Source: an optimization exercise on an open RTL-to-GDS flow (aim: small area, a short achievable clock period and few clock cycles). Production flows keep margins and buffers that such runs may drop.
Where RTL was checked, it was by simulation tests only, not by an equivalence proof against the original.

==> inputs of 01-28 <==
==> flow/design.v (excerpt) <==
module mult #(parameter XLEN = 32, parameter NUM_STAGE = 4)
(
    input clock, reset,
    input start,
    input [1:0] sign,
    input [XLEN-1:0] mcand, mplier,
    output [(2*XLEN)-1:0] product,
    output logic done
);
Settings: LEC_CHECK=0, ABC_AREA=1, CAP_MARGIN=20, CORE_MARGIN=2, CORE_UTILIZATION=40, PLACE_DENSITY=0.6, SLEW_MARGIN=20, SYNTH_HIERARCHICAL=1; clock period 10.0 ns.
standard.sh (not shown) runs the stock make flow with config.mk's settings and CLKGATE_MAP_FILE= SYNTH_SCRIPT=/design/flow/synth_recipe.tcl, a recipe that flattens the netlist after the stock synthesis.
==> flow/flow/run.sh <==
#!/bin/bash
set -euo pipefail
bash standard.sh SETUP_SLACK_MARGIN=6.6 finish > flow_make.log 2>&1
==> 09-18 (differences from 01-28) <==
==> flow/run.sh (new file) <==
#!/bin/bash
# synth_recipe.tcl (not shown) runs the flow's synth.tcl, then flattens the netlist and writes it again
# the make line also repeats each setting of config.mk as NAME=value (left out here)
make -C /OpenROAD-flow-scripts/flow DESIGN_CONFIG=/design/flow/config.mk WORK_HOME=/design/flow/orfs CLKGATE_MAP_FILE= SYNTH_SCRIPT=/design/flow/synth_recipe.tcl finish
removed: flow/flow/run.sh
removed: flow/standard.sh
==> 05-20 (differences from 01-28) <==
==> flow/flow/run.sh (replaced) <==
#!/bin/bash
set -euo pipefail
bash standard.sh SETUP_SLACK_MARGIN=6.6 "BUFFER_PORTS_ARGS=-buffer_cell sky130_fd_sc_hd__buf_2" finish > flow_make.log 2>&1
==> flow_metrics.py <==
metrics = {
    "route": {
        "viasPerCell": 5.52,
    },
    "cells_and_area": {
        "seq_share_pct": 20.6,
        "regArea_sq_um": 7870,
        "n_fill_cell": 8290,
        "area_growth_pct": 11.8,
    },
    "timing": {
        "worst_hold_slack_ns": 0.400,
    },
    "critical_path": {
        "r2r_cells": 8,
        "critPathMaxStageDelay_ns": 0.65,
        "slowest_stage": "inv_1",
    },
    "outcome": {
        "status": "no timing/DRC/antenna violations",
    },
}
The numbers above come from 09-18.

==> flow_metrics.py <==
metrics = {
    "cells_and_area": {
        "seq_share_pct": 20.6,
        "area_growth_pct": 12.1,
        "multi_input_cells": 2718,
        "n_fill_cell": 8335,
    },
    "outcome": {
        "status": "no timing/DRC/antenna violations",
    },
    "yosys": {
        "synth-edff-count": 0,
        "yosys-top-cells-count": "nand2_1 (673), xor2_1 (591), o22ai_1 (512), fa_1 (481), inv_1 (407)",
    },
    "critical_path": {
        "critPathMaxStageDelay_ns": 0.53,
    },
    "die": {
        "fp.dieW_um": 296,
        "core_area_sq_um": 84900,
    },
    "route": {
        "viasPerCell": 5.53,
        "wl_per_cell_um": 24.0,
    },
    "timing": {
        "worst_hold_slack_ns": 0.400,
        "report.final.hold_viol_count": 0,
    },
}
The numbers above come from 01-28.

==> flow_metrics.py <==
metrics = {
    "cells_and_area": {
        "regArea_sq_um": 7880,
        "seq_share_pct": 20.7,
        "n_fill_cell": 8333,
    },
    "outcome": {
        "status": "no timing/DRC/antenna violations",
    },
    "critical_path": {
        "r2r_cells": 7,
    },
    "timing": {
        "worst_hold_slack_ns": 0.405,
    },
}
The numbers above come from 05-20.

Testbench counts of 01-28, summed over its fixed seeds: cycles 7,056.
Testbench counts of 09-18, summed over its fixed seeds: cycles 7,056.
Testbench counts of 05-20, summed over its fixed seeds: cycles 7,056.


==> trial 37 <==
Another version of the RTL of mult (not shown whole).
Settings: LEC_CHECK=0, ABC_AREA=1, CAP_MARGIN=20, CORE_MARGIN=2, CORE_UTILIZATION=40, CTS_CLUSTER_DIAMETER=120, CTS_CLUSTER_SIZE=22, PLACE_DENSITY=0.6, SLEW_MARGIN=20, SYNTH_HIERARCHICAL=1; clock period 10.0 ns.
==> flow/flow/run.sh <==
#!/bin/bash
set -euo pipefail
bash standard.sh SETUP_SLACK_MARGIN=6.8 "BUFFER_PORTS_ARGS=-buffer_cell sky130_fd_sc_hd__buf_2" finish > flow_make.log 2>&1
==> inputs of build 56, as changes to trial 37 <==
--- a/flow/design.v
+++ b/flow/design.v
@@ -685,25 +685,25 @@
     wire s32_14, c32_14;
     mult_fa u14 (.a(pp6_20), .b(pp7_18), .c(pp8_16), .s(s32_14), .co(c32_14));
     wire s32_15, c32_15;
     mult_fa u15 (.a(pp9_14), .b(pp10_12), .c(pp11_10), .s(s32_15), .co(c32_15));
     wire hs32_8, hc32_8;
     mult_ha v8 (.a(pp12_8), .b(pp13_6), .s(hs32_8), .co(hc32_8));
     wire s33_16, c33_16;
-    mult_fa1 u16 (.b(pp0_33), .c(pp1_31), .s(s33_16), .co(c33_16));
+    mult_fa u16 (.a(1'b1), .b(pp0_33), .c(pp1_31), .s(s33_16), .co(c33_16));
     wire s33_17, c33_17;
     mult_fa u17 (.a(pp2_29), .b(pp3_27), .c(pp4_25), .s(s33_17), .co(c33_17));
     wire s33_18, c33_18;
     mult_fa u18 (.a(pp5_23), .b(pp6_21), .c(pp7_19), .s(s33_18), .co(c33_18));
     wire s33_19, c33_19;
     mult_fa u19 (.a(pp8_17), .b(pp9_15), .c(pp10_13), .s(s33_19), .co(c33_19));
     wire s33_20, c33_20;
     mult_fa u20 (.a(pp11_11), .b(pp12_9), .c(pp13_7), .s(s33_20), .co(c33_20));
     wire s34_21, c34_21;
-    mult_fa1 u21 (.b(pp1_32), .c(pp2_30), .s(s34_21), .co(c34_21));
+    mult_fa u21 (.a(1'b1), .b(pp1_32), .c(pp2_30), .s(s34_21), .co(c34_21));
     wire s34_22, c34_22;
     mult_fa u22 (.a(pp3_28), .b(pp4_26), .c(pp5_24), .s(s34_22), .co(c34_22));
     wire s34_23, c34_23;
     mult_fa u23 (.a(pp6_22), .b(pp7_20), .c(pp8_18), .s(s34_23), .co(c34_23));
     wire s34_24, c34_24;
     mult_fa u24 (.a(pp9_16), .b(pp10_14), .c(pp11_12), .s(s34_24), .co(c34_24));
     wire hs34_9, hc34_9;
@@ -713,46 +713,45 @@
     wire s35_26, c35_26;
     mult_fa u26 (.a(pp4_27), .b(pp5_25), .c(pp6_23), .s(s35_26), .co(c35_26));
     wire s35_27, c35_27;
     mult_fa u27 (.a(pp7_21), .b(pp8_19), .c(pp9_17), .s(s35_27), .co(c35_27));
     wire s35_28, c35_28;
     mult_fa u28 (.a(pp10_15), .b(pp11_13), .c(pp12_11), .s(s35_28), .co(c35_28));
     wire s36_29, c36_29;
-    mult_fa1 u29 (.b(pp2_32), .c(pp3_30), .s(s36_29), .co(c36_29));
+    mult_fa u29 (.a(1'b1), .b(pp2_32), .c(pp3_30), .s(s36_29), .co(c36_29));
     wire s36_30, c36_30;
     mult_fa u30 (.a(pp4_28), .b(pp5_26), .c(pp6_24), .s(s36_30), .co(c36_30));
     wire s36_31, c36_31;
     mult_fa u31 (.a(pp7_22), .b(pp8_20), .c(pp9_18), .s(s36_31), .co(c36_31));
     wire hs36_10, hc36_10;
     mult_ha v10 (.a(pp10_16), .b(pp11_14), .s(hs36_10), .co(hc36_10));
     wire s37_32, c37_32;
     mult_fa u32 (.a(pp2_33), .b(pp3_31), .c(pp4_29), .s(s37_32), .co(c37_32));
     wire s37_33, c37_33;
     mult_fa u33 (.a(pp5_27), .b(pp6_25), .c(pp7_23), .s(s37_33), .co(c37_33));
     wire s37_34, c37_34;
     mult_fa u34 (.a(pp8_21), .b(pp9_19), .c(pp10_17), .s(s37_34), .co(c37_34));
     wire s38_35, c38_35;
-    mult_fa1 u35 (.b(pp3_32), .c(pp4_30), .s(s38_35), .co(c38_35));
+    mult_fa u35 (.a(1'b1), .b(pp3_32), .c(pp4_30), .s(s38_35), .co(c38_35));
     wire s38_36, c38_36;
     mult_fa u36 (.a(pp5_28), .b(pp6_26), .c(pp7_24), .s(s38_36), .co(c38_36));
     wire hs38_11, hc38_11;
     mult_ha v11 (.a(pp8_22), .b(pp9_20), .s(hs38_11), .co(hc38_11));
     wire s39_37, c39_37;
     mult_fa u37 (.a(pp3_33), .b(pp4_31), .c(pp5_29), .s(s39_37), .co(c39_37));
     wire s39_38, c39_38;
     mult_fa u38 (.a(pp6_27), .b(pp7_25), .c(pp8_23), .s(s39_38), .co(c39_38));
     wire s40_39, c40_39;
-    mult_fa1 u39 (.b(pp4_32), .c(pp5_30), .s(s40_39), .co(c40_39));
+    mult_fa u39 (.a(1'b1), .b(pp4_32), .c(pp5_30), .s(s40_39), .co(c40_39));
     wire hs40_12, hc40_12;
     mult_ha v12 (.a(pp6_28), .b(pp7_26), .s(hs40_12), .co(hc40_12));
     wire s41_40, c41_40;
     mult_fa u40 (.a(pp4_33), .b(pp5_31), .c(pp6_29), .s(s41_40), .co(c41_40));
     wire hs42_13, hc42_13;
-    assign hs42_13 = ~pp5_32;
-    assign hc42_13 = pp5_32;
+    mult_ha v13 (.a(1'b1), .b(pp5_32), .s(hs42_13), .co(hc42_13));
     wire hs16_14, hc16_14;
     mult_ha v14 (.a(pp0_16), .b(pp1_14), .s(hs16_14), .co(hc16_14));
     wire hs17_15, hc17_15;
     mult_ha v15 (.a(pp0_17), .b(pp1_15), .s(hs17_15), .co(hc17_15));
     wire s18_41, c18_41;
     mult_fa u41 (.a(pp0_18), .b(pp1_16), .c(pp2_14), .s(s18_41), .co(c18_41));
     wire hs18_16, hc18_16;
@@ -946,46 +945,45 @@
     wire s43_130, c43_130;
     mult_fa u130 (.a(pp8_27), .b(pp9_25), .c(pp10_23), .s(s43_130), .co(c43_130));
     wire s43_131, c43_131;
     mult_fa u131 (.a(pp11_21), .b(pp12_19), .c(pp13_17), .s(s43_131), .co(c43_131));
     wire s43_132, c43_132;
     mult_fa u132 (.a(pp14_15), .b(pp15_13), .c(pp16_11), .s(s43_132), .co(c43_132));
     wire s44_133, c44_133;
-    mult_fa1 u133 (.b(pp6_32), .c(pp7_30), .s(s44_133), .co(c44_133));
+    mult_fa u133 (.a(1'b1), .b(pp6_32), .c(pp7_30), .s(s44_133), .co(c44_133));
     wire s44_134, c44_134;
     mult_fa u134 (.a(pp8_28), .b(pp9_26), .c(pp10_24), .s(s44_134), .co(c44_134));
     wire s44_135, c44_135;
     mult_fa u135 (.a(pp11_22), .b(pp12_20), .c(pp13_18), .s(s44_135), .co(c44_135));
     wire hs44_22, hc44_22;
     mult_ha v22 (.a(pp14_16), .b(pp15_14), .s(hs44_22), .co(hc44_22));
     wire s45_136, c45_136;
     mult_fa u136 (.a(pp6_33), .b(pp7_31), .c(pp8_29), .s(s45_136), .co(c45_136));
     wire s45_137, c45_137;
     mult_fa u137 (.a(pp9_27), .b(pp10_25), .c(pp11_23), .s(s45_137), .co(c45_137));
     wire s45_138, c45_138;
     mult_fa u138 (.a(pp12_21), .b(pp13_19), .c(pp14_17), .s(s45_138), .co(c45_138));
     wire s46_139, c46_139;
-    mult_fa1 u139 (.b(pp7_32), .c(pp8_30), .s(s46_139), .co(c46_139));
+    mult_fa u139 (.a(1'b1), .b(pp7_32), .c(pp8_30), .s(s46_139), .co(c46_139));
     wire s46_140, c46_140;
     mult_fa u140 (.a(pp9_28), .b(pp10_26), .c(pp11_24), .s(s46_140), .co(c46_140));
     wire hs46_23, hc46_23;
     mult_ha v23 (.a(pp12_22), .b(pp13_20), .s(hs46_23), .co(hc46_23));
     wire s47_141, c47_141;
     mult_fa u141 (.a(pp7_33), .b(pp8_31), .c(pp9_29), .s(s47_141), .co(c47_141));
     wire s47_142, c47_142;
     mult_fa u142 (.a(pp10_27), .b(pp11_25), .c(pp12_23), .s(s47_142), .co(c47_142));
     wire s48_143, c48_143;
-    mult_fa1 u143 (.b(pp8_32), .c(pp9_30), .s(s48_143), .co(c48_143));
+    mult_fa u143 (.a(1'b1), .b(pp8_32), .c(pp9_30), .s(s48_143), .co(c48_143));
     wire hs48_24, hc48_24;
     mult_ha v24 (.a(pp10_28), .b(pp11_26), .s(hs48_24), .co(hc48_24));
     wire s49_144, c49_144;
     mult_fa u144 (.a(pp8_33), .b(pp9_31), .c(pp10_29), .s(s49_144), .co(c49_144));
     wire hs50_25, hc50_25;
-    assign hs50_25 = ~pp9_32;
-    assign hc50_25 = pp9_32;
+    mult_ha v25 (.a(1'b1), .b(pp9_32), .s(hs50_25), .co(hc50_25));
     wire hs10_26, hc10_26;
     mult_ha v26 (.a(pp0_10), .b(pp1_8), .s(hs10_26), .co(hc10_26));
     wire hs11_27, hc11_27;
     mult_ha v27 (.a(pp0_11), .b(pp1_9), .s(hs11_27), .co(hc11_27));
     wire s12_145, c12_145;
     mult_fa u145 (.a(pp0_12), .b(pp1_10), .c(pp2_8), .s(s12_145), .co(c12_145));
     wire hs12_28, hc12_28;
@@ -1219,32 +1217,31 @@
     wire s51_256, c51_256;
     mult_fa u256 (.a(pp9_33), .b(pp10_31), .c(pp11_29), .s(s51_256), .co(c51_256));
     wire s51_257, c51_257;
     mult_fa u257 (.a(pp12_27), .b(pp13_25), .c(pp14_23), .s(s51_257), .co(c51_257));
     wire s51_258, c51_258;
     mult_fa u258 (.a(pp15_21), .b(pp16_19), .c(hc50_25), .s(s51_258), .co(c51_258));
     wire s52_259, c52_259;
-    mult_fa1 u259 (.b(pp10_32), .c(pp11_30), .s(s52_259), .co(c52_259));
+    mult_fa u259 (.a(1'b1), .b(pp10_32), .c(pp11_30), .s(s52_259), .co(c52_259));
     wire s52_260, c52_260;
     mult_fa u260 (.a(pp12_28), .b(pp13_26), .c(pp14_24), .s(s52_260), .co(c52_260));
     wire hs52_32, hc52_32;
     mult_ha v32 (.a(pp15_22), .b(pp16_20), .s(hs52_32), .co(hc52_32));
     wire s53_261, c53_261;
     mult_fa u261 (.a(pp10_33), .b(pp11_31), .c(pp12_29), .s(s53_261), .co(c53_261));
     wire s53_262, c53_262;
     mult_fa u262 (.a(pp13_27), .b(pp14_25), .c(pp15_23), .s(s53_262), .co(c53_262));
     wire s54_263, c54_263;
-    mult_fa1 u263 (.b(pp11_32), .c(pp12_30), .s(s54_263), .co(c54_263));
+    mult_fa u263 (.a(1'b1), .b(pp11_32), .c(pp12_30), .s(s54_263), .co(c54_263));
     wire hs54_33, hc54_33;
     mult_ha v33 (.a(pp13_28), .b(pp14_26), .s(hs54_33), .co(hc54_33));
     wire s55_264, c55_264;
     mult_fa u264 (.a(pp11_33), .b(pp12_31), .c(pp13_29), .s(s55_264), .co(c55_264));
     wire hs56_34, hc56_34;
-    assign hs56_34 = ~pp12_32;
-    assign hc56_34 = pp12_32;
+    mult_ha v34 (.a(1'b1), .b(pp12_32), .s(hs56_34), .co(hc56_34));
     wire hs6_35, hc6_35;
     mult_ha v35 (.a(pp0_6), .b(pp1_4), .s(hs6_35), .co(hc6_35));
     wire hs7_36, hc7_36;
     mult_ha v36 (.a(pp0_7), .b(pp1_5), .s(hs7_36), .co(hc7_36));
     wire s8_265, c8_265;
     mult_fa u265 (.a(pp0_8), .b(pp1_6), .c(pp2_4), .s(s8_265), .co(c8_265));
     wire hs8_37, hc8_37;
@@ -1442,24 +1439,23 @@
     wire s56_360, c56_360;
     mult_fa u360 (.a(pp16_24), .b(hs56_34), .c(c55_264), .s(s56_360), .co(c56_360));
     wire s57_361, c57_361;
     mult_fa u361 (.a(pp12_33), .b(pp13_31), .c(pp14_29), .s(s57_361), .co(c57_361));
     wire s57_362, c57_362;
     mult_fa u362 (.a(pp15_27), .b(pp16_25), .c(hc56_34), .s(s57_362), .co(c57_362));
     wire s58_363, c58_363;
-    mult_fa1 u363 (.b(pp13_32), .c(pp14_30), .s(s58_363), .co(c58_363));
+    mult_fa u363 (.a(1'b1), .b(pp13_32), .c(pp14_30), .s(s58_363), .co(c58_363));
     wire hs58_39, hc58_39;
     mult_ha v39 (.a(pp15_28), .b(pp16_26), .s(hs58_39), .co(hc58_39));
     wire s59_364, c59_364;
     mult_fa u364 (.a(pp13_33), .b(pp14_31), .c(pp15_29), .s(s59_364), .co(c59_364));
     wire hs60_40, hc60_40;
-    assign hs60_40 = ~pp14_32;
-    assign hc60_40 = pp14_32;
+    mult_ha v40 (.a(1'b1), .b(pp14_32), .s(hs60_40), .co(hc60_40));
     wire s62_365, c62_365;
-    mult_fa1 u365 (.b(pp15_32), .c(pp16_30), .s(s62_365), .co(c62_365));
+    mult_fa u365 (.a(1'b1), .b(pp15_32), .c(pp16_30), .s(s62_365), .co(c62_365));
     wire s61_366, c61_366;
     mult_fa u366 (.a(pp14_33), .b(pp15_31), .c(pp16_29), .s(s61_366), .co(c61_366));
     wire s60_367, c60_367;
     mult_fa u367 (.a(pp15_30), .b(pp16_28), .c(hs60_40), .s(s60_367), .co(c60_367));
     wire s59_368, c59_368;
     mult_fa u368 (.a(pp16_27), .b(hc58_39), .c(c58_363), .s(s59_368), .co(c59_368));
     wire s58_369, c58_369;
@@ -1977,15 +1973,11 @@
     end
     assign done = vld[2];
 endmodule
 module mult_fa (input a, b, c, output s, co);
     assign s = a ^ b ^ c;
     assign co = (a & b) | (a & c) | (b & c);
 endmodule
-module mult_fa1 (input b, c, output s, co);
-    assign s = ~(b ^ c);
-    assign co = b | c;
-endmodule
 module mult_ha (input a, b, output s, co);
     assign s = a ^ b;
     assign co = a & b;
 endmodule
==> flow/flow/run.sh (replaced) <==
#!/bin/bash
set -euo pipefail
bash standard.sh SETUP_SLACK_MARGIN=6.6 "BUFFER_PORTS_ARGS=-buffer_cell sky130_fd_sc_hd__buf_2" finish > flow_make.log 2>&1
CTS_CLUSTER_DIAMETER = 150   (was 120)
CTS_CLUSTER_SIZE = 25   (was 22)
==> reports/qor.tcl <==
set qor(drt-met1-wl_um) 46900
set qor(run_status) {finished clean}
set qor(achievable-frequency_mhz) 295
set qor(share_of_the_core_filled_with_cells_in_the_final_layout_pct) 43.5
set qor(synth-seq-area-share_pct) 21.7
set qor(synthSimpleGateAreaFrac_pct) 10.8
set qor(globalplace.congestion) 0.948
set qor(routed_wire_length_per_instance_um) 24.8
set qor(stdcell_count) 4763
(the above is from build 56)
==> reports/qor.tcl <==
set qor(run_status) {finished clean}
set qor(achievable-frequency_mhz) 310
set qor(synthSimpleGateAreaFrac_pct) 10.7
set qor(stdcell_count) 4854
set qor(rr_startpoint) {one[11]$_DFF_P_}
set qor(synth-seq-area-share_pct) 21.7
set qor(critical_path_peak_fanout) 3
set qor(globalplace.congestion) 0.956
set qor(arrival_time_of_the_worst_setup_path_ns) 3.73
(the above is from trial 37)
Function was not checked in any run of this note: the RTL went through the layout flow alone.

what the ideal ports hide:
The results above use ideal ports. As a check the final layouts listed here were re-extracted and re-timed, cells and wires unchanged.
Step 1 (the two cells are an assumption about what drives the block):
set clk [get_ports {clock}]
set_driving_cell -lib_cell sky130_fd_sc_hd__clkbuf_16 $clk
set_driving_cell -lib_cell sky130_fd_sc_hd__buf_2 [delete_from_list [all_inputs] $clk]
Step 2 adds t to the input delays and takes it off the output delays; t is the mean of the earliest and latest rising clock arrival at the registers after step 1. Input paths then give back, and output paths get back, about the clock's delay inside the block.
Three values: ideal, step 1, step 2; two values: the first two.
run	shift t [ns]	setup slack, ns	hold slack, ns	worst setup path at the end	cell pins on the clock port's net
01-28	0.669	6.614 / 6.614 / 6.614	0.400 / 0.400 / 0.400	register to register	1
09-18	0.672	6.227 / 6.227 / 6.227	0.400 / 0.400 / 0.400	register to register	1
05-20	0.681	6.629 / 6.629 / 6.629	0.405 / 0.405 / 0.405	register to register	1
trial 37	0.669	6.771 / 6.771 / 6.771	0.411 / 0.411 / 0.411	register to register	1
build 56	0.635	6.608 / 6.608 / 6.608	0.408 / 0.408 / 0.408	register to register	1
After both steps every run listed still meets setup and hold.
